Context: an optimization exercise on an open-source flow, tuned for small area and a short achievable clock period. The choices shown serve that exercise and are no tape-out recipe. Where RTL was checked, it was by simulation tests only, not by an equivalence proof against the original.

run A:
==> flow/design.v (excerpt) <==
module SIMD(clk,rst,opcode,funct3,funct7,rd_data1,rd_data2,rd_data3,w_add,immed,instrc_add,wr_add,wr_data);
Settings: LEC_CHECK=0, CAP_MARGIN=20, CORE_MARGIN=2, CORE_UTILIZATION=60, SETUP_SLACK_MARGIN=4, SLEW_MARGIN=20, SYNTH_HIERARCHICAL=1, SYNTH_MINIMUM_KEEP_SIZE=0; clock period 10.6 ns.
run.sh (not shown) runs the stock make flow with config.mk's settings and CLKGATE_MAP_FILE= SYNTH_SCRIPT=/design/flow/synth_recipe.tcl, a recipe that flattens the netlist after the stock synthesis.
[inputs] run B vs run A
--- a/flow/design.v
+++ b/flow/design.v
@@ -52,20 +52,18 @@
 wire i_4_8 = s4 | s8;
 wire i_4_8_16 = s4 | s8 | s16;
 wire i_8 = s8;
 wire i_8_16 = s8 | s16;
 wire u0 = sub;
 wire u8 = sub & funct3[2];
 wire u16 = sub & ~funct3[0];
 wire [15:0] a = rd_data1;
-wire [15:0] kd = 16'h0001 << k;
-wire shsel_l = ~ar & ~shz & ~(opcode[6] & opcode[5]);
-wire shsel_r = ~ar & ~shz & opcode[6] & opcode[5];
-wire [15:0] bsh = ({16{shsel_l}} & kd) | ({16{shsel_r}} & {kd[1], kd[2], kd[3], kd[4], kd[5], kd[6], kd[7], kd[8], kd[9], kd[10], kd[11], kd[12], kd[13], kd[14], kd[15], kd[0]});
+wire [4:0] sha = shr ? 5'd16 - {1'b0, k} : {1'b0, k};
+wire [15:0] bsh = (16'h0001 << sha[3:0]) & {16{~shz & ~ar}};
 wire [15:0] lane1 = {3'b000, funct3[2], 3'b000, ~funct3[0], 3'b000, funct3[2], 4'b0001};
 wire [15:0] b = ({16{ar & bmul}} & rd_data2) | ({16{addsub}} & lane1) | bsh;
 wire [15:0] b8 = b & {16{~funct3[2] | ~ar}};
 wire [15:0] b16 = b & {16{funct3[0] | ~ar}};
 wire [15:0] csrc = ({16{ar & opcode[6]}} & rd_data3) | ({16{addsub}} & (rd_data2 ^ {16{funct7[5]}}));
 wire [31:0] cc = {4'h0,
                   csrc[15:12] & {4{funct3[2]}},
                   csrc[15:12] & {4{funct3[1]}},
@@ -639,25 +637,26 @@
         pc <= pc + 5'd1;
         wr_add_r <= w_add;
     end
 end
 assign instrc_add = {pc, 2'b00};
 assign wr_add = wr_add_r;
 wire [31:0] nx = tx | {16'h0000, lres};
 reg [31:0] rx, ry;
+reg r_k8, r_k16;
 reg [5:0] rsel;
 always @(posedge clk) begin
     rx <= nx;
     ry <= ty;
+    r_k8 <= p8;
+    r_k16 <= p16;
     if (!rst) rsel <= 6'd0;
     else rsel <= {m4 & hiv, m4 & lov, m8 & hiv, m8 & lov, sel_hi16, sel_lo16};
 end
-wire r_k8 = ~(rsel[4] | rsel[5]);    
-wire r_k16 = rsel[0] | rsel[1];      
 wire [34:0] gx = {rx[31:24], r_k8, rx[23:16], r_k16, rx[15:8], r_k8, rx[7:0]};
 wire [34:0] gy = {ry[31:24], 1'b0, ry[23:16], 1'b0, ry[15:8], 1'b0, ry[7:0]};
 wire [34:0] gs = gx + gy;
 wire [31:0] P = {gs[34:27], gs[25:18], gs[16:9], gs[7:0]};
 wire [15:0] res = ({16{rsel[0]}} & P[15:0]) | ({16{rsel[1]}} & P[31:16]) |
                   ({16{rsel[2]}} & {P[23:16], P[7:0]}) | ({16{rsel[3]}} & {P[31:24], P[15:8]}) |
                   ({16{rsel[4]}} & {P[27:24], P[19:16], P[11:8], P[3:0]}) |
                   ({16{rsel[5]}} & {P[31:28], P[23:20], P[15:12], P[7:4]});
Findings:
Compared to run A, the router laid down less metal wire for run B. Diff run A -> run B: die area decreased 380 um^2, number of cells traversed by the worst hold path essentially unchanged, final area essentially unchanged, multi-input gate share of the layout cell area decreased 1.4 points. Average footprint of a synthesized cell (lower): run B. Via density per instance was higher in the run labelled run A. Density: run B denser than run A. Run B went all the way through the flow, and no timing, DRC or antenna check failed.
The RTL of run A was laid out without a check of its function.

static timing again, ports no longer ideal:
In the flow no input, the clock included, has a driving cell. The finished layouts below were timed again as built, in two steps.
Step 1 sets driving cells, clkbuf_16 on the clock port and buf_2 on the other inputs (assumed; they add their load-dependent delay and slew).
Step 2, shift: input delay + t, output delay - t, t = (earliest + latest rising clock arrival at the registers) / 2. This alone moves slack from input paths to output paths.
Three values: no drivers, after step 1, after step 2; two values: the first two.
| run | shift t [ns] | setup WS [ns] | latest minus earliest clock arrival (ns) | worst register clock-pin slew, ns | worst slew at a driven data input, ns |
|---|---|---|---|---|---|
| run A | 0.401 | 3.739 / 3.764 / 3.363 | 0.011 / 0.010 | 0.07 / 0.07 | 0.05 |
| run B | 0.381 | 3.845 / 3.837 / 3.457 | 0.011 / 0.011 | 0.07 / 0.07 | 0.07 |
After both steps setup and hold are still met in every run listed. For run B, which loses most, drivers alone change the setup slack by -0.008 ns; drivers and shift together by -0.388 ns.
